This is an optimization exercise on Yosys and OpenROAD, whose aim is small area and a short achievable clock period, not a production implementation. Where RTL was checked, it was by simulation tests only, not by an equivalence proof against the original. For runs 7 to 9, only the layout was checked, not whether the RTL still works. No activity file was given, so power comes from the tool's default toggle rates.

==> flow/run.sh <==
#!/bin/bash
# The standard layout, with two changes: ABC maps the logic with flow/map.abc
# (delay-targeted mapping) and every port gets the smallest buffer cell.
set -euo pipefail
here=$(pwd)
export BUFFER_PORTS_ARGS="-buffer_cell sky130_fd_sc_hd__buf_1"
export SETUP_SLACK_MARGIN=5.5
export FLOW_ABC_SCRIPT=$here/flow/map.abc
sed "s|SYNTH_SCRIPT=[^ ]*|SYNTH_SCRIPT=$here/flow/synth.tcl|" standard.sh > flow_standard.sh
bash flow_standard.sh > standard_flow.log 2>&1
==> flow/map.abc <==
strash
dch
map -D 2500
buffer
upsize -D 2500
dnsize -D 2500
==> flow/synth.tcl <==
# The standard synthesis script, with ABC's mapping script replaced by flow/map.abc
proc synth {args} { yosys synth -nofsm -noshare {*}$args }
proc abc {args} {
  set i [lsearch -exact $args -script]
  if { $i >= 0 } { lset args [expr {$i + 1}] $::env(FLOW_ABC_SCRIPT) }
  yosys abc {*}$args
}
source $::env(SCRIPTS_DIR)/synth.tcl
# left out here: clear keep_hierarchy, flatten, clean up, hide names made inside functions, write 1_2_yosys.v
==> standard.sh <==
#!/bin/bash
# synth_recipe.tcl (not shown) runs the flow's synth.tcl, then flattens the netlist and writes it again
# the make line also repeats each setting of config.mk as NAME=value (left out here)
make -C /OpenROAD-flow-scripts/flow DESIGN_CONFIG=/design/flow/config.mk WORK_HOME=/design/flow/orfs CLKGATE_MAP_FILE= SYNTH_SCRIPT=/design/flow/synth_recipe.tcl "${@:-finish}"
==> config.mk <==
export PLATFORM = sky130hd
export DESIGN_NAME = max_pool_3x3
export DESIGN_NICKNAME = max_pool_3x3
export VERILOG_FILES = /design/flow/design.v
export SDC_FILE = /design/flow/constraint.sdc
export NUM_CORES = 4
export LEC_CHECK = 0
export CAP_MARGIN = 20
export CORE_MARGIN = 2
export CORE_UTILIZATION = 40
export CTS_BUF_LIST = sky130_fd_sc_hd__clkbuf_4
export SLEW_MARGIN = 20
==> constraint.sdc <==
create_clock -name core_clock -period 12.0 [get_ports {clk}]
set_input_delay 2.4000 -clock core_clock [delete_from_list [all_inputs] [get_ports {clk}]]
set_output_delay 2.4000 -clock core_clock [all_outputs]
set_load 0.01 [all_outputs]
==> design.v <==
module max_c #(parameter L = 5, parameter W = 1 << L) (
    input  [W-1:0] a,
    input  [W-1:0] b,
    output         gt);
    wire [2*W-2:0] g;
    wire [2*W-2:0] p;
    assign g[W-1:0] = a & ~b;
    assign p[W-1:0] = a | ~b;
    genvar l, i;
    generate
        for (l = 0; l < L; l = l + 1) begin : lvl
            localparam N   = W >> l;               
            localparam IN  = 2*W - 2*N;            
            localparam OUT = 2*W - N;              
            for (i = 0; i < N/2; i = i + 1) begin : node
                assign g[OUT+i] = g[IN+2*i+1] | (p[IN+2*i+1] & g[IN+2*i]);
                assign p[OUT+i] = p[IN+2*i+1] & p[IN+2*i];
            end
        end
    endgenerate
    assign gt = g[2*W-2];
endmodule
module max_relu (
    input  [31:0] a,
    input  [31:0] b,
    input  [31:0] c,
    output        sa,
    output        sb,
    output        sc);
    wire lab, lac, lbc;
    max_c #(5) cab ({1'b0, a[30:0]}, {1'b0, b[30:0]}, lab);
    max_c #(5) cac ({1'b0, a[30:0]}, {1'b0, c[30:0]}, lac);
    max_c #(5) cbc ({1'b0, b[30:0]}, {1'b0, c[30:0]}, lbc);
    wire ab = ~a[31] & (b[31] | lab);
    wire ac = ~a[31] & (c[31] | lac);
    wire bc = ~b[31] & (c[31] | lbc);
    assign sa = ab & ac;
    assign sb = ~ab & bc & ~b[31];
    assign sc = ~ac & ~bc & ~c[31];
endmodule
module max_pool_3x3 (
    input [31:0] v1,
    input [31:0] v2,
    input [31:0] v3,
    input [31:0] v4,
    input [31:0] v5,
    input [31:0] v6,
    input [31:0] v7,
    input [31:0] v8,
    input [31:0] v9,
    input en,
    input clk,
    output [31:0] selected);
    wire s1, s2, s3, s4, s5, s6, s7, s8, s9;
    max_relu g0 (v1, v2, v3, s1, s2, s3);
    max_relu g1 (v4, v5, v6, s4, s5, s6);
    max_relu g2 (v7, v8, v9, s7, s8, s9);
    wire [30:0] m0 = ({31{s1}} & v1[30:0]) | ({31{s2}} & v2[30:0]) | ({31{s3}} & v3[30:0]);
    wire [30:0] m1 = ({31{s4}} & v4[30:0]) | ({31{s5}} & v5[30:0]) | ({31{s6}} & v6[30:0]);
    wire [30:0] m2 = ({31{s7}} & v7[30:0]) | ({31{s8}} & v8[30:0]) | ({31{s9}} & v9[30:0]);
    wire t0, t1, t2;
    max_relu gf ({1'b0, m0}, {1'b0, m1}, {1'b0, m2}, t0, t1, t2);
    reg [30:0] q;
    wire [30:0] d = ({31{t0 & en}} & m0) | ({31{t1 & en}} & m1) | ({31{t2 & en}} & m2)
                  | ({31{~en}} & q);
    always @(posedge clk)
        q <= d;
    assign selected = {1'b0, q};
endmodule
==> qor.yml, run 1 <==
logic_synthesis:
  syn-instance-count: 1658
  ys_warn_count: 1
  syn_area_mm2: 0.00935
  synth-main-ff-cell: "dfxtp_1"
  ys_types: 70
  synth_seq_cells: 31
  avgSynthCellArea_um2: 5.64
  synth_top_area_share_pct: 11.7
  ys_async_sr_fraction_pct: 0
  synth_edf_count: 0
  synth_top_cell_by_area: "inv_1"
  synth.most_common_cell: "inv_1"
  synth.area.top_cells: "inv_1, nand4_1, nand2_1, a21oi_1, nor2_1"
  synth_seq_area_share_pct: 6.64
  synth_commonest_cells: "inv_1, nand2_1, nor2_1"
clocking:
  clock_latency_ps: 340
  root_buffer: "clkbuf_4"
  cts_tree: "yes"
  cts_buffer_depth: 2
  clk_pin_slew_ps: 120
  h-tree-depth: 2
  cts_buffers: 5
  clkSinkCount: 31
sta:
  final-hold-violation-count: 0
  report.final.slew_viol_count: 0
  finalClockSkew_ps: 0
  setup_violations: 0
  layout_worst_path_cycle_share_pct: 52.6
  fmax_ghz: 0.158
  slew_headroom_pct: 25.3
  finalCriticalPeriod_ps: 6310
  worst_pin_slew_ps: 1110
  finalHoldWorstSlack_ps: 498
  rsz0062_at_grt: "false"
  setup-tns-final_ps: 0
global_route:
  gr-total-overflow: 0
  grt_pass1_wl_um: 64300
  grt_start_max_net_pins: 94
  antenna_found_initial: 1
  grt_usage_pct: 32.2
  grt_pass1_vias: 12300
worst_setup_path:
  worstReg2RegEnd: "q[20]$_DFF_P_"
  worstPathRequired_ps: 12230
  r2r-start: "q[20]$_DFF_P_"
  endpoint: "q[22]$_DFF_P_"
  critPathLaunchType: "input port"
  r2r_slack_ps: 11350
  worst-path-max-fanout: 21
  critPathLaunch: "v2[1]"
  cp_data_arrival_time_ps: 6550
  r2r_cells: 2
  critPathKind: "input port to flip-flop"
  endpoint_kind: "flip-flop"
routing:
  totalWireLength_um: 42700
  drtIter0Drc: 1682
  vias_per_cell: 6.08
  wl_met3_um: 4170
  ant_nets: 0
  wl_met1_um: 17700
  highest_layer: "met4"
  wl_per_cell_um: 18.7
  dr_total_vias: 13900
  met2_length_um: 18900
  drc: 0
  drtPass1Iterations: 6
pwr:
  vdd_drop_max_mv: 0.0705
  p_leak_nw: 4.74
  powerDensity_mw_per_mm2: 93.8
flow_run:
  drv_cap: 0
placement:
  place.gp.congestion: 1.02
  dpl_cell_area_mm2: 0.0107
  port-buffer-count: 320
  dp_hpwl_um: 33200
floorplan:
  die_w_um: 157
  dieArea_mm2: 0.0246
  row_count: 55
  io_pins: 322
  die_h_um: 157
  start_util_pct: 41.0
  core-area_mm2: 0.0228
final_layout:
  top_regs: "q x31"
  area_delta_synth_final_pct: 21.2
  nNetsFinal: 2266
  final_util_pct: 49.8
  largest_reg_flops: 31
  fin_area_mm2: 0.0113
  top_register: "q"
  drive_above_1_share_pct: 7.39
hold_path:
  hold_depth: 2
  hold_class: "flip-flop to flip-flop"
status:
  status: "complete, no violations"
==> cell usage in the layout, fill, tap and decap left out, drive strengths merged, types with 2 or more instances in the layout <==
cell / count
nor4: 2
nand3: 63
a2111oi: 2
o2111ai: 17
a2bb2oi: 2
and2: 2
o221ai: 36
a31o: 4
clkinv: 2
nor2: 178
o31ai: 3
o21a: 20
buf: 358
nand3b: 2
a311oi: 2
o22ai: 59
a22oi: 84
o2bb2ai: 2
nand2: 222
a21oi: 151
clkbuf: 6
a211oi: 16
inv: 311
dfxtp: 31
a21o: 7
or2: 3
o211ai: 34
o21ai: 125
a31oi: 11
a221oi: 20
o21bai: 4
nand4: 137
nor3: 37
o311ai: 14
==> repair_timing <==
item	CTS	global route
endpoints found under the setup margin	31	31
gates resized for setup	20	38
pin swaps	5	9
setup buffers	11	18
gates cloned	4	3
hold buffers	0	0
==> critical path, cell delays in order <==
cell and delay [ps]:
buf_1 180, inv_1 80, o21ai_0 200, a221oi_1 130, o2111ai_1 260, a41oi_1 170, o2111ai_1 210, nand2_1 150
a21oi_2 130, buf_4 250, inv_2 190, o21ai_0 900, a22oi_1 220, o221ai_1 210, nand2_1 80, o2111a_1 200
o21a_4 190, buf_6 190, nand4_1 100, nand4_1 100
==> area by class of cell <==
class	count	area (µm²)
inverter	311	1170
fill	2489	11400
multi-input combinational	1268	7540
clock buffer	5	37.5
antenna	1	2.50
clock inverter	2	8.76
sequential	31	621
tap	313	392
timing repair buffer	359	1560
==> per-layer routing <==
| metal | global-route usage (%) | up-vias |
|---|---|---|
| met5 | 0 | - |
| met4 | 12.6 | 0 |
| met3 | 3.96 | 119 |
| met2 | 52.7 | 837 |
| met1 | 43.0 | 6240 |
| li1 | - | 6718 |
==> cell families (layout without fill, tap and decap cells) <==
logic type      Yosys count  count (layout)  share of synthesized area, %
flops                    31              31                          6.64
compound gates          613             619                          45.2
buf+inv                 366             677                          16.5
other cells               1               2                        0.0401
simple gates            647             648                          31.7
==> per-stage QoR <==
step                      worst slack (ps)  power (mW)  instances
after floorplan                       6660       0.623       1658
after global placement                4570       0.854       2245
after detailed placement              4570       0.855       2245
after CTS                             5550       0.985       2267
after global routing                  5470        1.13       2290
final                                 5690        1.06       2290
==> power breakdown <==
part | leakage [nW] | switching [mW] | internal (mW) | total, mW
sequential | 0.256 | 0.0238 | 0.143 | 0.166
combinational | 4.45 | 0.555 | 0.277 | 0.832
clock | 0.0285 | 0.0448 | 0.0208 | 0.0656
==> worst min path at each step <==
stage | to | start
3_5_place_dp | q[0]$_DFF_P_ | q[0]$_DFF_P_
4_1_cts | q[0]$_DFF_P_ | q[0]$_DFF_P_
2_1_floorplan | q[1]$_DFF_P_ | q[1]$_DFF_P_
5_1_grt | q[9]$_DFF_P_ | q[9]$_DFF_P_
6_report | q[6]$_DFF_P_ | q[6]$_DFF_P_
3_3_place_gp | q[29]$_DFF_P_ | q[29]$_DFF_P_
==> run 2: changes to the inputs <==
--- a/config.mk
+++ b/config.mk
@@ -9,4 +9,4 @@
 export CORE_MARGIN = 2
 export CORE_UTILIZATION = 40
-export CTS_BUF_LIST = sky130_fd_sc_hd__clkbuf_4
+export CTS_BUF_LIST = sky130_fd_sc_hd__clkbuf_8
 export SLEW_MARGIN = 20
==> qor.yml, run 2 <==
status:
  status: "complete, no violations"
sta:
  final-hold-violation-count: 0
  slew_headroom_pct: 40.3
  finalCriticalPeriod_ps: 6310
  report.final.slew_viol_count: 0
  finalClockSkew_ps: 0
  layout_worst_path_cycle_share_pct: 52.6
  rsz0062_at_grt: "false"
  setup-tns-final_ps: 0
  fmax_ghz: 0.158
  worst_pin_slew_ps: 895
  setup_violations: 0
logic_synthesis:
  synth_seq_area_share_pct: 6.64
  ys_async_sr_fraction_pct: 0
  synth_top_cell_by_area: "inv_1"
  avgSynthCellArea_um2: 5.64
  syn_area_mm2: 0.00935
  synth_edf_count: 0
  synth-main-ff-cell: "dfxtp_1"
  synth.area.top_cells: "inv_1, nand4_1, nand2_1, a21oi_1, nor2_1"
  synth_top_area_share_pct: 11.7
  synth.most_common_cell: "inv_1"
  synth_seq_cells: 31
  syn-instance-count: 1658
  ys_types: 70
  synth_commonest_cells: "inv_1, nand2_1, nor2_1"
  ys_warn_count: 1
clocking:
  root_buffer: "clkbuf_8"
  postCtsHoldBufs: 0
  cts_buffer_depth: 2
  cts_buffers: 5
  cts_tree: "yes"
  h-tree-depth: 2
  clock_latency_ps: 290
  clkSinkCount: 31
  clk_pin_slew_ps: 80
worst_setup_path:
  worstPathRequired_ps: 12230
  critPathLaunch: "v9[3]"
  endpoint_kind: "flip-flop"
  critPathKind: "input port to flip-flop"
  r2r_cells: 2
  worst-path-max-fanout: 16
  cp_data_arrival_time_ps: 6540
  critPathLaunchType: "input port"
  r2r-start: "q[20]$_DFF_P_"
routing:
  drtIter0Drc: 1773
  totalWireLength_um: 43200
  drc: 0
  ant_nets: 0
  wl_per_cell_um: 18.8
  drtPass1Iterations: 6
  vias_per_cell: 6.13
  dr_total_vias: 14100
placement:
  dp_hpwl_um: 33200
  port-buffer-count: 320
  place.gp.congestion: 1.02
hold_path:
  hold_depth: 2
  hold_start: "q[6]$_DFF_P_"
  hold_class: "flip-flop to flip-flop"
final_layout:
  nNetsFinal: 2276
  layout_common_cells: "buf_1, inv_1, nand2_1"
  largest_reg_flops: 31
  area_delta_synth_final_pct: 23.5
  top_register: "q"
  mostFrequentLayoutCell: "buf_1"
  top_regs: "q x31"
  antenna_cells: 0
  drive_above_1_share_pct: 8.26
floorplan:
  row_count: 55
  start_util_pct: 41.0
  io_pins: 322
  core-area_mm2: 0.0228
  die_h_um: 157
  die_w_um: 157
  dieArea_mm2: 0.0246
global_route:
  grt_usage_pct: 32.2
  grt_pass1_wl_um: 64400
  grt_pass1_vias: 12300
  antenna_found_initial: 0
  gr-total-overflow: 0
  grt_start_max_net_pins: 94
pwr:
  vdd_drop_max_mv: 0.0713
  powerDensity_mw_per_mm2: 96.3
  p_total_mw: 1.11
  p_leak_nw: 4.83
flow_run:
  drv_cap: 0
run 2: changes by cell type in the layout (fill, tap and decap cells not counted), sizes merged:
cell | before | now
diode | 1 | 0
clkinv | 2 | 1
clkbuf | 6 | 7
buf | 358 | 367
a21o | 7 | 8
run 2: metal layers:
layer / track usage (%) / wire length [µm] / vias up
met5: 0 / 0 / -
met4: 13.4 / 1950 / 0
met3: 4.30 / 4430 / 114
met2: 52.4 / 19100 / 923
met1: 42.8 / 17700 / 6317
li1: - / - / 6741
run 2: logic make-up (layout without fill, tap and decap cells):
| logic type | count (synthesis) | in the layout | synth area share [%] |
|---|---|---|---|
| flip-flops | 31 | 31 | 6.64 |
| other | 1 | 1 | 0.0401 |
| AO/OA/AOI/OAI | 613 | 620 | 45.2 |
| AND/OR/NAND/NOR | 647 | 648 | 31.7 |
| buffers and inverters | 366 | 686 | 16.5 |
run 2: final cells by class:
class | instances | area (µm²)
sequential | 31 | 621
timing repair buffer | 368 | 1650
fill | 2449 | 11200
clock inverter | 1 | 5.00
tap | 313 | 392
multi-input combinational | 1269 | 7620
inverter | 311 | 1180
clock buffer | 6 | 82.6
run 2: path summary, 6_finish.rpt:
path / endpoint / slack [ps]
worst min register to register: q[6]$_DFF_P_ / 490
worst min-delay path: q[6]$_DFF_P_ / 490
worst max register to register: q[20]$_DFF_P_ / 11360
worst max-delay path: q[30]$_DFF_P_ / 5690
run 2: stage by stage:
| stage | instances | utilization [%] | hold WS, ps | worst slack, ps | instance area [µm²] |
|---|---|---|---|---|---|
| 2_1_floorplan | 1658 | - | 517 | 6660 | 9350 |
| 3_3_place_gp | 2245 | 46.8 | 468 | 4570 | 10700 |
| 3_5_place_dp | 2245 | 46.8 | 470 | 4570 | 10700 |
| 4_1_cts | 2269 | 48.3 | 487 | 5530 | 11000 |
| 5_1_grt | 2299 | 50.7 | 501 | 5410 | 11500 |
| 6_report | 2299 | 50.7 | 485 | 5690 | 11500 |
run 2: what timing repair did:
item,in CTS,in global routing
resized for setup,20,60
setup endpoints to repair,31,31
buffers inserted,13,25
gates cloned,4,4
pin swaps,5,12
run 2: power by group:
| group | internal [mW] | switching [mW] |
|---|---|---|
| clock network | 0.0451 | 0.0468 |
| registers | 0.143 | 0.0237 |
| logic | 0.288 | 0.566 |
run 2: worst max-delay path, stage by stage:
cell and delay [ps]:
buf_1 70, inv_1 90, nor2_1 160, a21oi_1 60
a221oi_1 330, o2111ai_1 170, a31oi_1 340, nor3_2 100
buf_4 150, o211ai_4 280, inv_2 240, a221oi_2 480
o21ai_1 190, nor3_2 250, o2111ai_2 220, o2111ai_4 340
buf_4 180, a21o_2 240, nand4_1 130, nand4_1 110
==> run 3: changes to the inputs <==
--- a/config.mk
+++ b/config.mk
@@ -9,4 +9,4 @@
 export CORE_MARGIN = 2
 export CORE_UTILIZATION = 40
-export CTS_BUF_LIST = sky130_fd_sc_hd__clkbuf_8
+export PLACE_DENSITY = 0.75
 export SLEW_MARGIN = 20
==> qor.yml, run 3 <==
status:
  status: "complete, no violations"
placement:
  dp_cells: 2245
  dp_hpwl_um: 33100
  place.gp.congestion: 0.986
  dpl_cell_area_mm2: 0.0107
  port-buffer-count: 320
logic_synthesis:
  synth_edf_count: 0
  synth_top_area_share_pct: 11.7
  synth-main-ff-cell: "dfxtp_1"
  synth_seq_cells: 31
  avgSynthCellArea_um2: 5.64
  synth.area.top_cells: "inv_1, nand4_1, nand2_1, a21oi_1, nor2_1"
  synth.most_common_cell: "inv_1"
  syn-instance-count: 1658
  synth_seq_area_share_pct: 6.64
  synth_top_cell_by_area: "inv_1"
  syn_area_mm2: 0.00935
  ys_warn_count: 1
  ys_async_sr_fraction_pct: 0
  ys_types: 70
  synth_commonest_cells: "inv_1, nand2_1, nor2_1"
global_route:
  antenna_found_initial: 1
  grt_pass1_wl_um: 64800
  gr-total-overflow: 0
  grt_usage_pct: 32.4
  grt_start_max_net_pins: 95
  grt_pass1_vias: 13000
flow_run:
  drv_cap: 0
pwr:
  vdd_drop_max_mv: 0.0793
  p_leak_nw: 4.77
  powerDensity_mw_per_mm2: 100
  p_total_mw: 1.14
sta:
  setup_violations: 0
  final-hold-violation-count: 0
  fmax_ghz: 0.158
  rsz0062_at_grt: "true"
  report.final.slew_viol_count: 0
  slew_headroom_pct: 25.0
  finalCriticalPeriod_ps: 6320
  setup-tns-final_ps: 0
  layout_worst_path_cycle_share_pct: 52.7
  worst_pin_slew_ps: 1120
  finalClockSkew_ps: 0
final_layout:
  layoutNonFillerInstCount: 2287
  layout_common_cells: "buf_1, inv_1, nand2_1"
  regArea_um2: 621
  fin_area_mm2: 0.0114
  drive_above_1_share_pct: 7.65
  mostFrequentLayoutCell: "buf_1"
  multi_input_area_mm2: 0.00753
  top_regs: "q x31"
  fillers: 2442
  largest_reg_flops: 31
  area_delta_synth_final_pct: 22.3
  nNetsFinal: 2262
  top_register: "q"
worst_setup_path:
  critPathKind: "input port to flip-flop"
  cp_data_arrival_time_ps: 6450
  critPathLaunchType: "input port"
  cp_slowest_cell: "nor3_2"
  crit_buf_inv: 6
  worstPathRequired_ps: 12130
  critPathTopFamily: "compound AO/OA/AOI/OAI gates"
  max_stage_delay_ps: 320
  worst-path-max-fanout: 31
  endpoint_kind: "flip-flop"
clocking:
  root_buffer: "clkbuf_16"
  clkSinkCount: 31
  clock_latency_ps: 290
  h-tree-depth: 2
  cts_buffers: 5
  cts_tree: "yes"
  clk_pin_slew_ps: 50
  cts_buffer_depth: 2
floorplan:
  dieArea_mm2: 0.0246
  io_pins: 322
  core-area_mm2: 0.0228
  row_count: 55
  start_util_pct: 41.0
  die_h_um: 157
  die_w_um: 157
routing:
  totalWireLength_um: 43300
  drtIter0Drc: 1764
  ant_nets: 0
  vias_per_cell: 6.28
  drc: 0
  drtPass1Iterations: 6
  dr_total_vias: 14400
  wl_per_cell_um: 18.9
hold_path:
  hold_class: "flip-flop to flip-flop"
run 3: through the flow:
step	worst slack (ps)	hold WS [ps]	utilization (%)
final	5680	477	50.2
after global routing	5430	511	50.2
after CTS	5510	482	48.5
after detailed placement	4540	469	46.8
after global placement	4610	464	46.8
after floorplan	6660	517	-
run 3: repair_timing:
item	CTS	global route
hold buffers	0	0
gates resized for setup	16	47
setup endpoints to repair	31	31
endpoints found under the hold margin	0	0
pin swaps	5	11
cloned	3	2
buffers inserted	10	18
run 3: area by class of cell:
class	instances	area share [%]
Clock inverter	2	0.306
Antenna cell	1	0.0219
Tap cell	313	3.43
Multi-Input combinational cell	1266	65.9
Timing Repair Buffer	357	13.4
Inverter	311	10.3
Clock buffer	6	1.21
Sequential cell	31	5.43
run 3: path summary, 6_finish.rpt:
path              slack, ps       endpoint  cells past startpoint          start
hold / removal          480  q[28]$_DFF_P_                      2  q[28]$_DFF_P_
setup / recovery       5680  q[12]$_DFF_P_                     25         v4[25]
hold reg to reg         480  q[28]$_DFF_P_                      2  q[28]$_DFF_P_
setup reg to reg      11240  q[12]$_DFF_P_                      2  q[12]$_DFF_P_
run 3: power breakdown:
| part | switching, mW | total (mW) | internal, mW |
|---|---|---|---|
| Sequential | 0.0254 | 0.168 | 0.143 |
| Clock | 0.0553 | 0.159 | 0.103 |
| Combinational | 0.550 | 0.816 | 0.266 |
| Total | 0.631 | 1.14 | 0.512 |
run 3: logic make-up (layout without fill, tap and decap cells):
group                  count (synthesis)  in the layout  share of synthesized area, %
AOI/OAI and AO/OA                    613            617                          45.2
buffers and inverters                366            676                          16.5
DFF                                   31             31                          6.64
other                                  1              2                        0.0401
and+or+nand+nor                      647            648                          31.7
run 3: metal layers:
metal,share of wire [%],global-route usage (%),vias up
li1,-,-,6711
met1,39,40.2,6528
met2,46,55.1,944
met3,9.7,3.66,185
met4,5.4,17.1,0
met5,0,0,-
run 3: tightest hold or removal path, delay by kind of cell (launching register included):
kind             cells  cell delay (ps)
DFF                  1              320
and+or+nand+nor      2              120
==> run 4: changes to the inputs <==
==> flow/map.abc (replaced) <==
strash
dch
map -D 2500
--- a/config.mk
+++ b/config.mk
@@ -9,4 +9,3 @@
 export CORE_MARGIN = 2
 export CORE_UTILIZATION = 40
-export PLACE_DENSITY = 0.75
 export SLEW_MARGIN = 20
==> qor.yml, run 4 <==
worst_setup_path:
  r2r-start: "q[30]$_DFF_P_"
  r2r_cells: 2
  critPathLaunchType: "input port"
  worst-path-max-fanout: 8
  critPathKind: "input port to flip-flop"
  worstReg2RegEnd: "q[30]$_DFF_P_"
  cp_data_arrival_time_ps: 6650
  worstPathRequired_ps: 12160
  endpoint_kind: "flip-flop"
  r2r_slack_ps: 11330
placement:
  dpl_cell_area_mm2: 0.0104
  place_ws_ps: 3990
  port-buffer-count: 320
  dp_hpwl_um: 32000
  place.gp.congestion: 0.941
global_route:
  grt_pass1_vias: 12600
  antenna_found_initial: 0
  gr-total-overflow: 0
  grt_start_max_net_pins: 95
  grt_pass1_wl_um: 62800
  grt_usage_pct: 34.2
final_layout:
  layout_common_cells: "buf_1, clkinv_1, nand2_1"
  top_register: "q"
  fillers: 2285
  drive_above_1_share_pct: 9.44
  nNetsFinal: 2293
  regArea_um2: 621
  largest_reg_flops: 31
  area_delta_synth_final_pct: 36.0
  fin_area_mm2: 0.0118
  antenna_cells: 0
  top_regs: "q x31"
  mostFrequentLayoutCell: "buf_1"
  multi_input_area_mm2: 0.00772
  final_util_pct: 55.8
routing:
  totalWireLength_um: 43300
  dr_total_vias: 14400
  drtPass1Iterations: 6
  drc: 0
  wl_per_cell_um: 19.0
  ant_nets: 0
  drtIter0Drc: 1526
  vias_per_cell: 6.33
floorplan:
  die_w_um: 152
  die_h_um: 152
  dieArea_mm2: 0.0230
  io_pins: 322
  start_util_pct: 41.0
  core-area_mm2: 0.0212
  row_count: 53
sta:
  setup_violations: 0
  fin_ws_ps: 5510
  rsz0062_at_grt: "false"
  worst_pin_slew_ps: 1100
  layout_worst_path_cycle_share_pct: 54.1
  slew_headroom_pct: 26.3
  finalHoldWorstSlack_ps: 478
  finalCriticalPeriod_ps: 6490
  final-hold-violation-count: 0
  setup-tns-final_ps: 0
  fmax_ghz: 0.154
  report.final.slew_viol_count: 0
  finalClockSkew_ps: 0
clocking:
  clock_latency_ps: 280
  cts_tree: "yes"
  cts_buffer_depth: 2
  cts_buffers: 5
  clk_pin_slew_ps: 60
  h-tree-depth: 2
  root_buffer: "clkbuf_16"
  clkSinkCount: 31
logic_synthesis:
  ys_warn_count: 1
  synth_top_area_share_pct: 13.4
  synth.area.top_cells: "clkinv_1, nand4_1, nand2_1, a21oi_1, nor2_1"
  ys_async_sr_fraction_pct: 0
  synth_seq_area_share_pct: 7.13
  syn_area_mm2: 0.00870
  ys_types: 41
  synth-main-ff-cell: "dfxtp_1"
  syn-instance-count: 1604
  synth_top_cell_by_area: "clkinv_1"
  synth_edf_count: 0
  synth_seq_cells: 31
  synth_commonest_cells: "clkinv_1, nand2_1, nor2_1"
  avgSynthCellArea_um2: 5.43
  synth.most_common_cell: "clkinv_1"
pwr:
  powerDensity_mw_per_mm2: 103
  p_leak_nw: 3.87
  vdd_drop_max_mv: 0.0744
hold_path:
  hold_class: "flip-flop to flip-flop"
  hold_depth: 2
  hold_path_end: "q[11]$_DFF_P_"
  hold_start: "q[11]$_DFF_P_"
status:
  status: "complete, no violations"
flow_run:
  drv_cap: 0
run 4: changes by cell type in the layout (fill, tap and decap cells not counted), sizes merged, moves of 2 or more:
cell / delta
clkinv: +301
buf: +22
a21o: +4
inv: -301
clkbuf: +2
run 4: layout make-up:
type / instances / area share, %
repair inverters: 1 / 0.0528
inverters: 311 / 10.0
flip-flops and latches: 31 / 5.24
multi-input cells: 1272 / 65.2
clock buffers: 6 / 1.17
well taps: 275 / 2.91
clock inverters: 1 / 0.0423
repair buffers: 381 / 15.3
run 4: how the worst max path moves through the flow:
| stage | startpoint | to | slack (ps) | cells past startpoint |
|---|---|---|---|---|
| after global placement | v5[7] | q[21]$_DFF_P_ | 3980 | 22 |
| after floorplan | v6[15] | q[1]$_DFF_P_ | 5540 | 22 |
| after detailed placement | v2[15] | q[1]$_DFF_P_ | 3990 | 19 |
| after CTS | v1[1] | q[21]$_DFF_P_ | 5500 | 22 |
| after global routing | v6[1] | q[7]$_DFF_P_ | 5300 | 25 |
| final | v6[1] | q[4]$_DFF_P_ | 5510 | 25 |
run 4: worst max-delay path: stages:
cell and delay (ps):
buf_1 150, inv_2 70, o211ai_1 140, o21ai_0 110, a221oi_1 340, o2111ai_1 210
a31oi_2 260, nor2_1 80, o21ai_2 210, buf_6 170, nand3_4 140, nor2_1 260
a21oi_1 140, o21ai_4 140, inv_2 90, a22oi_1 190, o21ai_1 150, nor3_2 260
o2111ai_2 260, o2111ai_4 280, buf_12 170, a21oi_4 40, buf_4 170, nand4_1 80
nand4_1 100
run 4: what timing repair did:
action,4_1_cts,5_1_grt
resized for setup,88,100
hold endpoints to repair,0,0
cloned,7,5
endpoints found under the setup margin,31,31
pin swaps,10,16
setup buffers,18,33
hold buffers,0,0
run 4: per-layer routing:
metal / part of all wire [%] / global-route usage, % / routed length (µm) / vias up
met5: 0 / 0 / 0 / -
met4: 4.5 / 15.6 / 1940 / 0
met3: 11 / 6.62 / 4700 / 164
met2: 47 / 58.1 / 20300 / 854
met1: 38 / 41.9 / 16400 / 6567
li1: - / - / - / 6837
run 4: logic make-up (layout without fill, tap and decap cells):
| group | count (synthesis) | in the layout | synth area share (%) |
|---|---|---|---|
| and+or+nand+nor | 647 | 649 | 33.7 |
| AOI/OAI and AO/OA | 613 | 622 | 45.7 |
| buffers and inverters | 312 | 700 | 13.5 |
| DFF | 31 | 31 | 7.13 |
| other | 1 | 1 | 0.0431 |
run 4: power breakdown:
part	internal, mW	switching [mW]
sequential	0.143	0.0269
combinational	0.324	0.592
clock	0.0811	0.0519
total	0.548	0.670
run 4: stage by stage:
stage,instances,power (mW)
after global placement,2208,0.834
after CTS,2240,1.08
after floorplan,1604,0.570
final,2278,1.22
after detailed placement,2208,0.836
after global routing,2278,1.27
==> run 5: changes to the inputs <==
==> flow/map.abc (replaced) <==
strash
dch
map -D 2500
buffer
upsize -D 2500
dnsize -D 2500
==> qor.yml, run 5 <==
worst_setup_path:
  critPathLaunch: "v9[1]"
  r2r_cells: 2
  path_cells: "buf_1, inv_1, nor2_1, o21ai_0, a221oi_1, o2111ai_1, a31oi_1, nor3_2, buf_4, o211ai_4, inv_2, a22oi_1, o21a_1, o21ai_1, a2111o_1, o21bai_2, a21o_4, nand4_1, nand4_1"
  max_stage_delay_ps: 410
  critPathLaunchType: "input port"
  critPathKind: "input port to flip-flop"
  endpoint_kind: "flip-flop"
  worstPathRequired_ps: 12210
  cp_data_arrival_time_ps: 6480
  cp_slowest_cell: "a2111o_1"
  path_common_cell: "nand4_1"
  r2r-start: "q[20]$_DFF_P_"
  worst-path-max-fanout: 16
final_layout:
  mostFrequentLayoutCell: "buf_1"
  regArea_um2: 621
  area_delta_synth_final_pct: 22.9
  top_regs: "q x31"
  fin_area_mm2: 0.0115
  nNetsFinal: 2270
  drive_above_1_share_pct: 7.83
  largest_reg_flops: 31
  layout_common_cells: "buf_1, inv_1, nand2_1"
  antenna_cells: 0
  multi_input_area_mm2: 0.00756
  top_register: "q"
  fillers: 2452
clocking:
  root_buffer: "clkbuf_16"
  h-tree-depth: 2
  clock_latency_ps: 280
  cts_buffers: 5
  cts_buffer_depth: 2
  cts_tree: "yes"
  clk_pin_slew_ps: 60
  clkSinkCount: 31
logic_synthesis:
  synth_seq_area_share_pct: 6.64
  synth.area.top_cells: "inv_1, nand4_1, nand2_1, a21oi_1, nor2_1"
  ys_warn_count: 1
  synth-main-ff-cell: "dfxtp_1"
  synth_top_area_share_pct: 11.7
  synth_commonest_cells: "inv_1, nand2_1, nor2_1"
  ys_async_sr_fraction_pct: 0
  syn_area_mm2: 0.00935
  synth_seq_cells: 31
  syn-instance-count: 1658
  synth_edf_count: 0
  avgSynthCellArea_um2: 5.64
  synth.most_common_cell: "inv_1"
  synth_top_cell_by_area: "inv_1"
  ys_types: 70
pwr:
  swShare_pct: 55.4
  p_total_mw: 1.13
  power_frac_comb_pct: 73.3
  p_int_mw: 0.502
  powerDensity_mw_per_mm2: 98.0
  power_frac_seq_pct: 14.8
  clockPowerShare_pct: 11.8
  p_sw_mw: 0.624
  p_leak_nw: 4.81
  vdd_drop_max_mv: 0.0603
floorplan:
  core-area_mm2: 0.0228
  die_w_um: 157
  row_count: 55
  start_util_pct: 41.0
  die_h_um: 157
  io_pins: 322
  dieArea_mm2: 0.0246
placement:
  place_ws_ps: 4570
  place.gp.congestion: 1.02
  dp_hpwl_um: 33200
  port-buffer-count: 320
  dpl_cell_area_mm2: 0.0107
global_route:
  grt_pass1_vias: 12300
  antenna_found_initial: 0
  grt_start_max_net_pins: 94
  grt_usage_pct: 32.3
  grt_pass1_wl_um: 64600
  gr-total-overflow: 0
sta:
  worst_pin_slew_ps: 901
  rsz0062_at_grt: "true"
  report.final.slew_viol_count: 0
  finalCriticalPeriod_ps: 6270
  setup-tns-final_ps: 0
  fmax_ghz: 0.160
  finalClockSkew_ps: 0
  slew_headroom_pct: 40.0
  final-hold-violation-count: 0
  layout_worst_path_cycle_share_pct: 52.2
  setup_violations: 0
  fin_ws_ps: 5730
routing:
  drtIter0Drc: 1681
  drc: 0
  vias_per_cell: 6.08
  ant_nets: 0
  totalWireLength_um: 42300
  wl_per_cell_um: 18.4
  dr_total_vias: 13900
  drtPass1Iterations: 7
hold_path:
  hold_start: "q[6]$_DFF_P_"
  hold_class: "flip-flop to flip-flop"
  hold_depth: 2
flow_run:
  drv_cap: 0
status:
  status: "complete, no violations"
run 5: cell types whose count changed in the layout (fill, tap and decap cells not counted), moves of 3 or more:
cell,previous run,this run
a221oi_1,6,9
o21ai_4,9,3
clkinv_1,301,0
inv_1,0,291
o21ai_0,80,69
buf_4,45,35
o21ai_1,21,38
buf_12,9,3
a21o_4,7,4
inv_2,6,17
run 5: worst paths after layout:
kind                                 endpoint  slack (ps)
worst max register to register  q[20]$_DFF_P_       11350
worst max-delay path            q[30]$_DFF_P_        5730
worst min-delay path             q[6]$_DFF_P_         480
worst min register to register   q[6]$_DFF_P_         480
run 5: worst max-delay path, delay by kind of cell:
family,cells,cell delay [ps]
AOI/OAI and AO/OA,11,3030
buffers and inverters,4,580
and+or+nand+nor,4,450
run 5: cell families after synthesis:
family | Yosys count | synth area share (%)
and+or+nand+nor | 647 | 31.7
AOI/OAI and AO/OA | 613 | 45.2
buffers and inverters | 366 | 16.5
DFF | 31 | 6.64
other | 1 | 0.0401
run 5: metrics by stage:
stage / cells / utilization, % / hold slack [ps]
floorplan: 1658 / - / 517
global route: 2293 / 50.5 / 495
global placement: 2245 / 46.8 / 468
CTS: 2270 / 48.5 / 483
finish: 2293 / 50.5 / 481
detailed placement: 2245 / 46.8 / 470
run 5: layer usage:
metal  routed length (µm)  vias to the layer above  global-route usage (%)
met2                18800                      849                    52.1
met3                 4290                      105                    4.02
li1                     -                     6735                       -
met1                17400                     6260                    43.2
met4                 1850                        0                    14.3
met5                    0                        -                       0
run 5: power by group through the flow:
stage	Sequential [mW]	Combinational, mW	Clock (mW)
after floorplan	0.182	0.441	0
after global placement	0.168	0.686	0
after detailed placement	0.168	0.687	0
after CTS	0.167	0.752	0.132
after global routing	0.172	0.888	0.138
final	0.167	0.826	0.133
run 5: cell type report:
class,instances,share of cell area (%)
clock buffer,6,1.21
clock inverter,1,0.0435
inverter,311,10.2
multi-input combinational,1267,65.8
sequential,31,5.40
tap,313,3.41
timing repair buffer,364,14.0
run 5: what timing repair did:
item	4_1_cts	5_1_grt
cloned	4	2
buffers inserted	14	20
hold buffers	0	0
hold endpoints to repair	0	0
pin swaps	4	11
gates resized for setup	20	54
endpoints found under the setup margin	31	31
==> run 6: changes to the inputs <==
--- a/flow/run.sh
+++ b/flow/run.sh
@@ -7,4 +7,4 @@
 export SETUP_SLACK_MARGIN=5.5
 export FLOW_ABC_SCRIPT=$here/flow/map.abc
-sed "s|SYNTH_SCRIPT=[^ ]*|SYNTH_SCRIPT=$here/flow/synth.tcl|" standard.sh > flow_standard.sh
+sed -e "s|SYNTH_SCRIPT=[^ ]*|SYNTH_SCRIPT=$here/flow/synth.tcl|" -e "s|CLKGATE_MAP_FILE= |CLKGATE_MAP_FILE= ABC_LOAD_IN_FF=12 |" standard.sh > flow_standard.sh
 bash flow_standard.sh > standard_flow.log 2>&1
==> qor.yml, run 6 <==
pwr:
  power_frac_comb_pct: 74.4
  p_sw_mw: 0.647
  p_int_mw: 0.511
  powerDensity_mw_per_mm2: 98.9
  clockPowerShare_pct: 10.9
  power_frac_seq_pct: 14.7
  vdd_drop_max_mv: 0.0597
  swShare_pct: 55.8
  p_total_mw: 1.16
  p_leak_nw: 4.86
status:
  status: "complete, no violations"
flow_run:
  drv_cap: 0
worst_setup_path:
  critPathKind: "input port to flip-flop"
  critPathTopFamily: "compound AO/OA/AOI/OAI gates"
  cp_slowest_cell: "o221ai_1"
  critPathLaunchType: "input port"
  cp_data_arrival_time_ps: 6550
  worst-path-max-fanout: 21
  worstPathRequired_ps: 12220
  max_stage_delay_ps: 350
  endpoint_kind: "flip-flop"
  path_cells: "buf_1, nor2_1, a21oi_2, nand2_1, a211oi_2, nand2_1, o2111ai_1, a31oi_1, o311ai_1, nand2_2, nand3_4, buf_4, nor2_1, a21oi_1, and2_1, inv_1, a22oi_1, o211ai_1, o221ai_1, a21oi_4, o21ai_4, buf_6, nand4_1, nand4_2"
  crit_buf_inv: 4
final_layout:
  largest_reg_flops: 31
  drive_above_1_share_pct: 9.67
  layout_common_cells: "buf_1, inv_1, nand2_1"
  top_regs: "q x31"
  mostFrequentLayoutCell: "buf_1"
  area_delta_synth_final_pct: 22.4
  fin_area_mm2: 0.0117
  top_register: "q"
  final_util_pct: 49.9
  antenna_cells: 0
  layoutNonFillerInstCount: 2295
  nNetsFinal: 2265
placement:
  dpl_cell_area_mm2: 0.0108
  dp_cells: 2247
  dp_hpwl_um: 33200
  place_ws_ps: 4460
  port-buffer-count: 320
  place.gp.congestion: 0.981
clocking:
  cts_tree: "yes"
  clk_pin_slew_ps: 50
  clock_latency_ps: 280
  cts_buffer_depth: 2
  h-tree-depth: 2
  postCtsHoldBufs: 0
  clkSinkCount: 31
  root_buffer: "clkbuf_16"
  cts_buffers: 5
sta:
  slew_headroom_pct: 26.6
  finalHoldWorstSlack_ps: 484
  setup_violations: 0
  finalClockSkew_ps: 0
  worst_pin_slew_ps: 1090
  finalCriticalPeriod_ps: 6340
  fmax_ghz: 0.158
  layout_worst_path_cycle_share_pct: 52.8
  report.final.slew_viol_count: 0
  final-hold-violation-count: 0
  setup-tns-final_ps: 0
  rsz0062_at_grt: "false"
  fin_ws_ps: 5660
logic_synthesis:
  synth_seq_area_share_pct: 6.48
  synth_edf_count: 0
  avgSynthCellArea_um2: 5.77
  synth_adder_area_share_pct: 0
  synth-simple-area-share_pct: 32.8
  syn_area_mm2: 0.00957
  ys_types: 73
  ys_async_sr_fraction_pct: 0
  synth_top_cell_by_area: "inv_1"
  synth.area.top_cells: "inv_1, nand2_1, a21oi_1, nand4_1, nor2_1"
  synth_top_area_share_pct: 11.4
  ys_warn_count: 1
  syn-instance-count: 1658
  synth_xor_area_share_pct: 0
  synth_compound_area_share_pct: 44.3
  synth.most_common_cell: "inv_1"
  synth_seq_cells: 31
  synth_top_family_by_area: "compound AO/OA/AOI/OAI gates"
  synth_commonest_cells: "inv_1, nand2_1, nor2_1"
  synth-main-ff-cell: "dfxtp_1"
  synth_mux_area_share_pct: 0
routing:
  drc: 0
  drtPass1Iterations: 6
  vias_per_cell: 6.17
  wl_per_cell_um: 18.9
  drtIter0Drc: 1759
  ant_nets: 0
  totalWireLength_um: 43500
  dr_total_vias: 14200
global_route:
  grt_pass1_wl_um: 65000
  grt_usage_pct: 31.3
  grt_start_max_net_pins: 94
  antenna_found_initial: 0
  gr-total-overflow: 0
  grt_pass1_vias: 12500
floorplan:
  core-area_mm2: 0.0235
  dieArea_mm2: 0.0252
  io_pins: 322
  die_h_um: 159
  die_w_um: 159
  start_util_pct: 40.8
  row_count: 56
hold_path:
  hold_class: "flip-flop to flip-flop"
[run 6: changes by cell type after synthesis, moves of 6 or more]
cell / change
nand4_1: -28
nand4_2: +28
o21ai_0: -6
buf_4: +7
buf_6: +6
buf_2: -13
[run 6: routing by layer]
| metal | part of all wire (%) | vias to the layer above | global-route usage [%] |
|---|---|---|---|
| met2 | 46 | 821 | 51.8 |
| met4 | 4.2 | 0 | 12.6 |
| met1 | 40 | 6498 | 40.6 |
| met3 | 9.8 | 122 | 4.86 |
| li1 | - | 6713 | - |
| met5 | 0 | - | 0 |
[run 6: cell families (layout without fill, tap and decap cells)]
kind of cell | Yosys count | in the layout
other cells | 1 | 1
simple gates | 647 | 651
compound gates | 613 | 619
buf+inv | 366 | 674
flops | 31 | 31
[run 6: path summary, 6_finish.rpt]
kind	cells past startpoint	startpoint	to	slack (ps)
hold / removal	2	q[30]$_DFF_P_	q[30]$_DFF_P_	480
setup / recovery	24	v4[15]	q[18]$_DFF_P_	5660
setup reg to reg	2	q[12]$_DFF_P_	q[12]$_DFF_P_	11310
hold reg to reg	2	q[30]$_DFF_P_	q[30]$_DFF_P_	480
[run 6: power by group through the flow]
stage	Sequential, mW	Clock, mW	Combinational (mW)
final	0.170	0.127	0.862
after global routing	0.176	0.132	0.916
after CTS	0.170	0.126	0.750
after detailed placement	0.171	0	0.704
after global placement	0.172	0	0.698
after floorplan	0.182	0	0.481
[run 6: worst reg2reg max path, stage by stage, from the launching register on]
cell,delay (ps)
dfxtp_1,420
nand2_1,90
nand4_2,120
[run 6: cell type report]
class                   count  area, µm²
clock buffers               7        133
clock inverters             1       5.00
fillers                  2546      11800
inverters                 311       1170
multi-input cells        1271       7870
flip-flops and latches     31        621
well taps                 319        399
repair buffers            355       1510
[run 6: timing repair]
| action | 4_1_cts | 5_1_grt |
|---|---|---|
| gates cloned | 5 | 5 |
| endpoints found under the hold margin | 0 | 0 |
| buffers inserted | 15 | 15 |
| setup endpoints to repair | 31 | 31 |
| pin swaps | 8 | 10 |
| resized for setup | 28 | 50 |
==> run 7: changes to the inputs <==
--- a/design.v
+++ b/design.v
@@ -29,7 +29,7 @@
     output        sc);
     wire lab, lac, lbc;
-    max_c #(5) cab ({1'b0, a[30:0]}, {1'b0, b[30:0]}, lab);
-    max_c #(5) cac ({1'b0, a[30:0]}, {1'b0, c[30:0]}, lac);
-    max_c #(5) cbc ({1'b0, b[30:0]}, {1'b0, c[30:0]}, lbc);
+    max_c cab ({1'b0, a[30:0]}, {1'b0, b[30:0]}, lab);
+    max_c cac ({1'b0, a[30:0]}, {1'b0, c[30:0]}, lac);
+    max_c cbc ({1'b0, b[30:0]}, {1'b0, c[30:0]}, lbc);
     wire ab = ~a[31] & (b[31] | lab);
     wire ac = ~a[31] & (c[31] | lac);
==> flow/run.sh (replaced) <==
#!/bin/bash
# The standard layout, with these changes: synthesis keeps the comparator
# module apart so that ABC maps it on its own for speed (flow/cmp.abc) and the
# rest with flow/map.abc, before flattening as the standard synthesis does;
# every port gets the smallest buffer cell; timing repair aims 5.5 ns beyond
# the clock period.
set -euo pipefail
here=$(pwd)
export BUFFER_PORTS_ARGS="-buffer_cell sky130_fd_sc_hd__buf_1"
export SETUP_SLACK_MARGIN=5
export SYNTH_KEEP_MODULES=max_c
export FLOW_ABC_SCRIPT=$here/flow/map.abc
export FLOW_ABC_CMP=$here/flow/cmp.abc
sed "s|SYNTH_SCRIPT=[^ ]*|SYNTH_SCRIPT=$here/flow/synth.tcl|" standard.sh > flow_standard.sh
bash flow_standard.sh > standard_flow.log 2>&1
==> flow/cmp.abc (new file) <==
strash
dch
map -D 700
buffer
upsize -D 700
dnsize -D 700
==> flow/synth.tcl (replaced) <==
# The standard synthesis script, except that ABC maps the comparator
# module (kept apart until after mapping) with flow/cmp.abc and the rest of
# the design with flow/map.abc.
proc synth {args} { yosys synth -nofsm -noshare {*}$args }
proc abc {args} {
  set i [lsearch -exact $args -script]
  set a_cmp $args
  lset a_cmp [expr {$i + 1}] $::env(FLOW_ABC_CMP)
  set a_main $args
  lset a_main [expr {$i + 1}] $::env(FLOW_ABC_SCRIPT)
  yosys abc {*}$a_cmp max_c
  yosys abc {*}$a_main $::env(DESIGN_NAME)
}
source $::env(SCRIPTS_DIR)/synth.tcl
# left out here: clear keep_hierarchy, flatten, clean up, hide names made inside functions, write 1_2_yosys.v
==> qor.yml, run 7 <==
final_layout:
  largest_reg_flops: 31
  mostFrequentLayoutCell: "nand2_1"
  top_regs: "q x31"
  layout_common_cells: "nand2_1, inv_1, buf_1"
  area_delta_synth_final_pct: 19.4
  drive_above_1_share_pct: 2.37
  top_register: "q"
  nNetsFinal: 2569
pwr:
  swShare_pct: 53.3
  vdd_drop_max_mv: 0.0594
  clockPowerShare_pct: 14.2
  p_leak_nw: 5.90
  p_total_mw: 0.950
  power_frac_comb_pct: 68.3
  power_frac_seq_pct: 17.4
  p_sw_mw: 0.506
  p_int_mw: 0.444
  powerDensity_mw_per_mm2: 80.3
global_route:
  grt_start_max_net_pins: 33
  gr-total-overflow: 0
  antenna_found_initial: 1
  grt_usage_pct: 29.7
  use_met1_pct: 37.4
  grt_util_met3_pct: 4.31
  busiest_layer: "met2"
  grtUsageMet2_pct: 53.2
  grt_pass1_wl_um: 64000
  grt_pass1_vias: 12900
worst_setup_path:
  worstReg2RegEnd: "q[20]$_DFF_P_"
  cp_data_arrival_time_ps: 6810
  critPathKind: "input port to flip-flop"
  worstPathRequired_ps: 12230
  r2r-start: "q[20]$_DFF_P_"
  cp_slowest_cell: "o211ai_1"
  crit_buf_inv: 4
  path_common_cell: "nand2_1"
  path_cells: "buf_1, inv_1, nand2_1, o221ai_1, o21ai_0, a21oi_1, o21bai_1, nand2_1, nand2_1, nor2_1, nor2_1, o21ai_2, buf_4, o211ai_1, a22oi_2, nand4_1, nand4_1, o21bai_1, nand2_1, nand2_1, nor3_2, buf_4, a22oi_1, nand2_1"
  endpoint_kind: "flip-flop"
  critPathTopFamily: "compound AO/OA/AOI/OAI gates"
  r2r_cells: 2
  worst-path-max-fanout: 31
  max_stage_delay_ps: 740
  r2r_slack_ps: 11250
  critPathLaunchType: "input port"
routing:
  wl_per_cell_um: 15.8
  vias_per_cell: 5.51
  dr_total_vias: 14400
  drtIter0Drc: 1367
  ant_nets: 0
  totalWireLength_um: 41200
  drc: 0
  drtPass1Iterations: 5
sta:
  slew_headroom_pct: 41.4
  layout_worst_path_cycle_share_pct: 54.9
  final-hold-violation-count: 0
  rsz0062_at_grt: "true"
  report.final.slew_viol_count: 0
  setup-tns-final_ps: 0
  finalCriticalPeriod_ps: 6580
  fmax_ghz: 0.152
  setup_violations: 0
  worst_pin_slew_ps: 876
  finalClockSkew_ps: 0
floorplan:
  row_count: 57
  start_util_pct: 40.8
  die_h_um: 161
  die_w_um: 161
  io_pins: 322
  dieArea_mm2: 0.0261
  core-area_mm2: 0.0243
logic_synthesis:
  synth_top_area_share_pct: 18.8
  ys_warn_count: 1
  avgSynthCellArea_um2: 5.12
  syn_area_mm2: 0.00992
  synth.most_common_cell: "nand2_1"
  synth_edf_count: 0
  synth_seq_area_share_pct: 6.26
  synth_top_cell_by_area: "nand2_1"
  syn-instance-count: 1937
  synth_seq_cells: 31
  synth.area.top_cells: "nand2_1, inv_1, a22oi_1, dfxtp_1, o22ai_1"
  synth-main-ff-cell: "dfxtp_1"
  ys_types: 24
  ys_async_sr_fraction_pct: 0
  synth_commonest_cells: "nand2_1, inv_1, a22oi_1"
clocking:
  post_cts_buffers: 0
  cts_buffer_depth: 2
  cts_buffers: 5
  postCtsHoldBufs: 0
  h-tree-depth: 2
  cts_resized: 0
  clock_latency_ps: 280
  clk_pin_slew_ps: 50
  root_buffer: "clkbuf_16"
  cts_tree: "yes"
  clkSinkCount: 31
placement:
  port-buffer-count: 320
  place.gp.congestion: 0.983
  dp_hpwl_um: 34300
hold_path:
  hold_class: "flip-flop to flip-flop"
  hold_start: "q[18]$_DFF_P_"
  hold_depth: 2
  hold_path_end: "q[18]$_DFF_P_"
status:
  status: "complete, no violations"
flow_run:
  drv_cap: 0
[run 7: cell types whose count changed after synthesis, sizes merged, moves of 54 or more]
| cell | previous run | this run |
|---|---|---|
| nand2 | 222 | 498 |
| a22oi | 84 | 208 |
| inv | 311 | 425 |
| nand4 | 137 | 60 |
| o21ai | 125 | 65 |
| nand3 | 62 | 116 |
[run 7: per-layer routing]
layer  share of wire (%)  wire length, µm  vias up
met5                   0                0        -
met4                 2.2              915        0
met3                 7.4             3050       68
met2                  49            20200      550
met1                  41            17100     6539
li1                    -                -     7205
[run 7: how the worst max path moves through the flow]
stage | from | endpoint | slack (ps) | depth (start not counted)
after floorplan | v7[15] | q[11]$_DFF_P_ | 6580 | 22
after global placement | v8[15] | q[7]$_DFF_P_ | 4930 | 22
after detailed placement | v3[15] | q[9]$_DFF_P_ | 4980 | 23
after CTS | v3[15] | q[15]$_DFF_P_ | 5260 | 23
after global routing | v3[15] | q[20]$_DFF_P_ | 4980 | 23
final | v7[7] | q[20]$_DFF_P_ | 5420 | 24
[run 7: through the flow]
stage / util [%] / worst slack [ps] / instance area [µm²] / std cells / hold WS (ps)
5_1_grt: 48.7 / 4980 / 11800 / 2604 / 522
3_5_place_dp: 47.8 / 4980 / 11600 / 2594 / 479
4_1_cts: 48.5 / 5260 / 11800 / 2602 / 492
2_1_floorplan: - / 6580 / 10100 / 1985 / 529
3_3_place_gp: 47.8 / 4930 / 11600 / 2594 / 467
6_report: 48.7 / 5420 / 11800 / 2605 / 489
[run 7: layout make-up]
type / instances / area (µm²)
clock buffer: 8 / 156
tap: 324 / 405
inverter: 425 / 1610
sequential: 31 / 621
multi-input combinational: 1487 / 7760
timing repair buffer: 329 / 1290
antenna: 1 / 2.50
fill: 2755 / 12500
[run 7: power by group through the flow]
| stage | sequential, mW | clock [mW] | combinational [mW] |
|---|---|---|---|
| after floorplan | 0.175 | 0 | 0.389 |
| after global placement | 0.167 | 0 | 0.623 |
| after detailed placement | 0.166 | 0 | 0.634 |
| after CTS | 0.164 | 0.137 | 0.637 |
| after global routing | 0.169 | 0.141 | 0.721 |
| final | 0.166 | 0.135 | 0.650 |
[run 7: Yosys stat by module (local to each module, per instance)]
| module | area [µm²] | copies in the design | cells inside | flip-flops and latches |
|---|---|---|---|---|
| max_c | 571 | 12 | 119 | 0 |
| max_pool_3x3 | 3070 | 1 | 509 | 31 |
[run 7: cells by family after synthesis]
family | share of synthesized area [%]
AND/OR/NAND/NOR | 38.6
flip-flops | 6.26
other | 0.0378
buffers and inverters | 17.7
AO/OA/AOI/OAI | 37.4
[run 7: worst reg2reg max path, stage by stage (launching register included)]
cell and delay (ps):
dfxtp_1 350, a22oi_1 210, nand2_1 70
==> run 8: changes to the inputs <==
--- a/flow/run.sh
+++ b/flow/run.sh
@@ -8,5 +8,5 @@
 here=$(pwd)
 export BUFFER_PORTS_ARGS="-buffer_cell sky130_fd_sc_hd__buf_1"
-export SETUP_SLACK_MARGIN=5
+export SETUP_SLACK_MARGIN=5.5
 export SYNTH_KEEP_MODULES=max_c
 export FLOW_ABC_SCRIPT=$here/flow/map.abc
==> qor.yml, run 8 <==
status:
  status: "complete, no violations"
routing:
  drtPass1Iterations: 7
  vias_per_cell: 5.54
  drtIter0Drc: 1449
  drc: 0
  wl_per_cell_um: 16.0
  ant_nets: 0
  dr_total_vias: 14600
  totalWireLength_um: 42200
pwr:
  p_sw_mw: 0.520
  p_int_mw: 0.464
  p_leak_nw: 6.03
  swShare_pct: 52.8
  clockPowerShare_pct: 13.8
  power_frac_comb_pct: 69.3
  powerDensity_mw_per_mm2: 81.2
  vdd_drop_max_mv: 0.0604
  p_total_mw: 0.985
  power_frac_seq_pct: 16.9
worst_setup_path:
  cp_data_arrival_time_ps: 6310
  r2r-start: "q[20]$_DFF_P_"
  critPathKind: "input port to flip-flop"
  critical_path_depth: 25
  worstPathRequired_ps: 12160
  max_stage_delay_ps: 400
  r2r_slack_ps: 11250
  critPathTopFamily: "compound AO/OA/AOI/OAI gates"
  path_common_cell: "nand2_1"
  r2r_cells: 2
  crit_buf_inv: 7
  critPathLaunchType: "input port"
  worst-path-max-fanout: 31
  cp_slowest_cell: "buf_4"
  endpoint_kind: "flip-flop"
  critPathLaunch: "v9[6]"
global_route:
  antenna_found_initial: 1
  grt_start_max_net_pins: 33
  grt_pass1_wl_um: 64000
  gr-total-overflow: 0
  grt_usage_pct: 29.7
  grt_pass1_vias: 12900
floorplan:
  dieArea_mm2: 0.0261
  start_util_pct: 40.8
  row_count: 57
  core-area_mm2: 0.0243
  die_w_um: 161
  io_pins: 322
  die_h_um: 161
placement:
  port-buffer-count: 320
  place.gp.congestion: 0.983
  dp_hpwl_um: 34300
  place_ws_ps: 4980
  dp_cells: 2594
logic_synthesis:
  synth_commonest_cells: "nand2_1, inv_1, a22oi_1"
  synth.area.top_cells: "nand2_1, inv_1, a22oi_1, dfxtp_1, o22ai_1"
  ys_async_sr_fraction_pct: 0
  synth_seq_cells: 31
  avgSynthCellArea_um2: 5.12
  ys_warn_count: 1
  synth-main-ff-cell: "dfxtp_1"
  synth_top_cell_by_area: "nand2_1"
  synth.most_common_cell: "nand2_1"
  synth_top_area_share_pct: 18.8
  synth_edf_count: 0
  syn-instance-count: 1937
  ys_types: 24
  synth_seq_area_share_pct: 6.26
  syn_area_mm2: 0.00992
clocking:
  clock_latency_ps: 280
  cts_buffers: 5
  cts_tree: "yes"
  root_buffer: "clkbuf_16"
  clk_pin_slew_ps: 50
  h-tree-depth: 2
  cts_buffer_depth: 2
  clkSinkCount: 31
sta:
  worst_pin_slew_ps: 687
  slew_headroom_pct: 54.0
  rsz0062_at_grt: "false"
  setup_violations: 0
  report.final.slew_viol_count: 0
  fin_ws_ps: 5860
  layout_worst_path_cycle_share_pct: 51.2
  finalCriticalPeriod_ps: 6140
  setup-tns-final_ps: 0
  finalClockSkew_ps: 0
  final-hold-violation-count: 0
  fmax_ghz: 0.163
final_layout:
  fillers: 2738
  drive_above_1_share_pct: 3.64
  area_delta_synth_final_pct: 22.2
  layoutNonFillerInstCount: 2631
  top_regs: "q x31"
  layout_common_cells: "nand2_1, inv_1, buf_1"
  regArea_um2: 621
  mostFrequentLayoutCell: "nand2_1"
  nNetsFinal: 2595
  multi_input_area_mm2: 0.00778
  largest_reg_flops: 31
  top_register: "q"
  final_util_pct: 49.8
hold_path:
  hold_class: "flip-flop to flip-flop"
  hold_start: "q[18]$_DFF_P_"
  hold_depth: 2
flow_run:
  drv_cap: 0
[run 8: changes by cell type in the layout (fill, tap and decap cells not counted), moves of 2 or more]
cell	change
a22oi_1	-2
a22oi_2	+2
buf_12	+4
buf_4	+14
buf_6	+3
clkinvlp_4	+5
[run 8: final timing paths]
path,endpoint
worst max-delay path,q[15]$_DFF_P_
worst min-delay path,q[18]$_DFF_P_
worst max register to register,q[20]$_DFF_P_
worst min register to register,q[18]$_DFF_P_
[run 8: cell families after synthesis]
logic type | after synthesis | share of synthesized area, %
AO/OA/AOI/OAI | 548 | 37.4
flip-flops | 31 | 6.26
buffers and inverters | 468 | 17.7
other | 1 | 0.0378
AND/OR/NAND/NOR | 889 | 38.6
[run 8: repair_timing]
action,CTS,global route
endpoints found under the setup margin,31,31
pin swaps,0,11
endpoints found under the hold margin,0,0
cloned,0,6
setup buffers,0,21
gates resized for setup,3,16
hold buffers,0,0
[run 8: layout make-up]
cell class / count / area share (%)
Antenna cell: 1 / 0.0206
Clock buffer: 8 / 1.29
Inverter: 425 / 13.3
Multi-Input combinational cell: 1487 / 64.2
Sequential cell: 31 / 5.12
Tap cell: 324 / 3.34
Timing Repair Buffer: 350 / 12.4
Timing Repair inverter: 5 / 0.310
[run 8: power groups by stage]
stage | Sequential [mW] | Combinational (mW) | Clock [mW]
final | 0.166 | 0.683 | 0.136
after global routing | 0.169 | 0.754 | 0.141
after CTS | 0.164 | 0.638 | 0.137
after detailed placement | 0.166 | 0.634 | 0
after global placement | 0.167 | 0.623 | 0
after floorplan | 0.175 | 0.389 | 0
[run 8: stage by stage]
step	hold WS, ps	instance area, µm²
2_1_floorplan	529	10100
6_report	495	12100
4_1_cts	492	11800
3_3_place_gp	467	11600
5_1_grt	522	12100
3_5_place_dp	479	11600
[run 8: per-layer routing]
layer	track usage, %	share of wire [%]	wire, µm	vias up
met4	7.18	2.1	894	0
met5	0	0	0	-
li1	-	-	-	7261
met1	37.4	41	17300	6608
met3	4.31	8.0	3350	70
met2	53.2	49	20600	625
[run 8: worst register-to-register path, stage by stage, from the launching register on]
cell and delay, ps:
dfxtp_1 350, a22oi_1 220, nand2_1 70
[run 8: per-module statistics from Yosys, one instance, submodules excluded]
| module | copies in the design | area (µm²) |
|---|---|---|
| max_pool_3x3 | 1 | 3070 |
| max_c | 12 | 571 |
==> run 9: changes to the inputs <==
--- a/design.v
+++ b/design.v
@@ -1,10 +1,12 @@
-module max_c #(parameter L = 5, parameter W = 1 << L) (
-    input  [W-1:0] a,
-    input  [W-1:0] b,
-    output         gt);
+module max_c (
+    input  [30:0] a,
+    input  [30:0] nb,
+    output        gt);
+    localparam L = 5;
+    localparam W = 1 << L;
     wire [2*W-2:0] g;
     wire [2*W-2:0] p;
-    assign g[W-1:0] = a & ~b;
-    assign p[W-1:0] = a | ~b;
+    assign g[W-1:0] = {1'b0, a & nb};
+    assign p[W-1:0] = {1'b1, a | nb};
     genvar l, i;
     generate
@@ -28,8 +30,10 @@
     output        sb,
     output        sc);
+    wire [30:0] nb = ~b[30:0];
+    wire [30:0] nc = ~c[30:0];
     wire lab, lac, lbc;
-    max_c cab ({1'b0, a[30:0]}, {1'b0, b[30:0]}, lab);
-    max_c cac ({1'b0, a[30:0]}, {1'b0, c[30:0]}, lac);
-    max_c cbc ({1'b0, b[30:0]}, {1'b0, c[30:0]}, lbc);
+    max_c cab (a[30:0], nb, lab);
+    max_c cac (a[30:0], nc, lac);
+    max_c cbc (b[30:0], nc, lbc);
     wire ab = ~a[31] & (b[31] | lab);
     wire ac = ~a[31] & (c[31] | lac);
--- a/flow/run.sh
+++ b/flow/run.sh
@@ -8,5 +8,5 @@
 here=$(pwd)
 export BUFFER_PORTS_ARGS="-buffer_cell sky130_fd_sc_hd__buf_1"
-export SETUP_SLACK_MARGIN=5.5
+export SETUP_SLACK_MARGIN=6
 export SYNTH_KEEP_MODULES=max_c
 export FLOW_ABC_SCRIPT=$here/flow/map.abc
==> qor.yml, run 9 <==
final_layout:
  nNetsFinal: 2588
  mostFrequentLayoutCell: "nand2_1"
  fillers: 2622
  largest_reg_flops: 31
  area_delta_synth_final_pct: 29.8
  drive_above_1_share_pct: 10.0
  layout_common_cells: "nand2_1, inv_1, nor2_1, buf_1, a21oi_1"
  layoutNonFillerInstCount: 2625
  top_regs: "q x31"
  top_register: "q"
sta:
  finalCriticalPeriod_ps: 5770
  setup_violations: 0
  fmax_ghz: 0.173
  setup-tns-final_ps: 0
  rsz0062_at_grt: "true"
  finalClockSkew_ps: 0
  slew_headroom_pct: 28.8
  layout_worst_path_cycle_share_pct: 48.1
  final-hold-violation-count: 0
  worst_pin_slew_ps: 1060
  report.final.slew_viol_count: 0
routing:
  drtPass1Iterations: 7
  drc: 0
  drtIter0Drc: 1362
  dr_total_vias: 14300
  vias_per_cell: 5.46
  ant_nets: 0
  totalWireLength_um: 39500
  wl_per_cell_um: 15.0
global_route:
  grt_pass1_wl_um: 59200
  grt_usage_pct: 27.4
  gr-total-overflow: 0
  grt_pass1_vias: 12300
  grt_start_max_net_pins: 34
  antenna_found_initial: 1
pwr:
  p_total_mw: 1.05
  powerDensity_mw_per_mm2: 83.0
  p_leak_nw: 6.12
  vdd_drop_max_mv: 0.0477
logic_synthesis:
  synth_adder_area_share_pct: 0
  synth_top_area_share_pct: 16.4
  synth-main-ff-cell: "dfxtp_1"
  synth_compound_area_share_pct: 44.8
  synth_top_family_by_area: "compound AO/OA/AOI/OAI gates"
  synth-simple-area-share_pct: 32.8
  synth_seq_area_share_pct: 6.35
  ys_types: 24
  synth.area.top_cells: "nand2_1, inv_1, nor2_1, a21oi_1, o21ai_0"
  ys_async_sr_fraction_pct: 0
  synth_mux_area_share_pct: 0
  ys_warn_count: 1
  synth_top_cell_by_area: "nand2_1"
  synth_xor_area_share_pct: 0
  syn_area_mm2: 0.00978
  synth_seq_cells: 31
  syn-instance-count: 1972
  synth_commonest_cells: "nand2_1, inv_1, nor2_1"
  avgSynthCellArea_um2: 4.96
  synth.most_common_cell: "nand2_1"
  synth_edf_count: 0
worst_setup_path:
  critical_path_depth: 24
  cp_data_arrival_time_ps: 5930
  max_stage_delay_ps: 260
  worstPathRequired_ps: 12160
  path_cells: "buf_1, inv_1, o21ai_1, nand2_1, o221ai_1, o21ai_1, a21oi_2, o21ai_1, nor2_1, nor2_2, o21ai_4, buf_6, o221ai_4, nor2_1, nor3_2, o21ai_1, nor2_1, nand4_1, o21ai_2, nor3_2, buf_4, buf_12, a22oi_1, nand2_1"
  critPathTopFamily: "compound AO/OA/AOI/OAI gates"
  path_common_cell: "o21ai_1"
  worst-path-max-fanout: 16
  crit_buf_inv: 5
  endpoint_kind: "flip-flop"
  critPathKind: "input port to flip-flop"
  cp_slowest_cell: "o221ai_4"
  r2r_cells: 2
  critPathLaunchType: "input port"
clocking:
  cts_buffer_depth: 2
  root_buffer: "clkbuf_16"
  cts_buffers: 5
  cts_tree: "yes"
  h-tree-depth: 2
  clock_latency_ps: 280
  clkSinkCount: 31
  clk_pin_slew_ps: 50
hold_path:
  hold_depth: 2
  hold_class: "flip-flop to flip-flop"
floorplan:
  start_util_pct: 40.4
  die_w_um: 160
  io_pins: 322
  core-area_mm2: 0.0242
  dieArea_mm2: 0.0257
  die_h_um: 160
  row_count: 57
placement:
  place.gp.congestion: 0.965
  port-buffer-count: 320
  dp_cells: 2587
  dp_hpwl_um: 30800
flow_run:
  drv_cap: 0
status:
  status: "complete, no violations"
[run 9: final cells by class]
class	instances	area (µm²)	share of cell area, %
tap	324	405	3.20
inverter	376	1410	11.1
sequential	31	621	4.89
timing repair buffer	358	1750	13.8
clock buffer	6	129	1.02
multi-input combinational	1526	8350	65.8
clock inverter	2	12.5	0.0986
antenna	2	5.00	0.0394
[run 9: per-module statistics from Yosys (local to each module, per instance)]
module	cell area (µm²)	flip-flops and latches	cells	copies in the design
max_pool_3x3	4060	31	784	1
max_c	477	0	99	12
[run 9: through the flow]
stage               hold WS [ps]  instance area [µm²]  setup slack [ps]  utilization, %
floorplan                    532                 9780              6400               -
global placement             475                11300              4920            46.9
detailed placement           478                11300              4820            46.9
CTS                          492                11700              6000            48.5
global route                 500                12700              5950            52.5
finish                       486                12700              6230            52.5
[run 9: final timing paths]
check	startpoint	end	slack (ps)
worst max-delay path	v2[7]	q[6]$_DFF_P_	6230
worst min-delay path	q[10]$_DFF_P_	q[10]$_DFF_P_	490
worst max register to register	q[8]$_DFF_P_	q[8]$_DFF_P_	11270
worst min register to register	q[10]$_DFF_P_	q[10]$_DFF_P_	490
[run 9: metal layers]
metal  track usage (%)  part of all wire [%]
met1              37.6                    44
met2              44.8                    46
met3              2.69                   7.2
met4              9.99                   3.0
met5                 0                     0
[run 9: cell families (layout without fill, tap and decap cells)]
kind of cell	Yosys count	count (layout)
and+or+nand+nor	800	801
AOI/OAI and AO/OA	724	724
buffers and inverters	416	742
DFF	31	31
other	1	3
[run 9: timing repair]
item	CTS	global route
gates cloned	1	7
hold buffers	0	0
gates resized for setup	50	214
pin swaps	5	40
buffers inserted	4	16
setup endpoints to repair	31	31
[run 9: worst min-delay path, delay by kind of cell (launching register included)]
family	cells	cell delay [ps]
flops	1	320
compound gates	1	80
simple gates	1	60
[run 9: power by group]
part	switching (mW)	internal [mW]	leakage, nW
clock network	0.0470	0.0764	0.0669
logic	0.474	0.283	5.80
registers	0.0266	0.146	0.257

-- static timing again, ports no longer ideal --
No port has a modelled driver above. Below, the same layouts with a new extraction and two added sets of constraints. Step 1, drivers: a clkbuf_16 drives clk and a buf_2 each remaining input, both assumed. Step 2 also shifts input and output timing later by t, the mid clock arrival at the registers, as if the neighbouring blocks saw the same clock. Three values: ideal ports, drivers, drivers and shift; two values: the first two.
run	shift t [ns]	setup slack, ns
run 1	0.381	5.686 / 5.696 / 5.315
run 2	0.330	5.690 / 5.675 / 5.345
run 3	0.324	5.679 / 5.695 / 5.371
run 4	0.315	5.507 / 5.510 / 5.195
run 5	0.324	5.733 / 5.715 / 5.391
run 6	0.323	5.661 / 5.678 / 5.355
run 7	0.317	5.416 / 5.426 / 5.110
run 8	0.318	5.859 / 5.873 / 5.555
run 9	0.314	6.229 / 6.244 / 5.930
After both steps setup and hold are still met in every run listed.
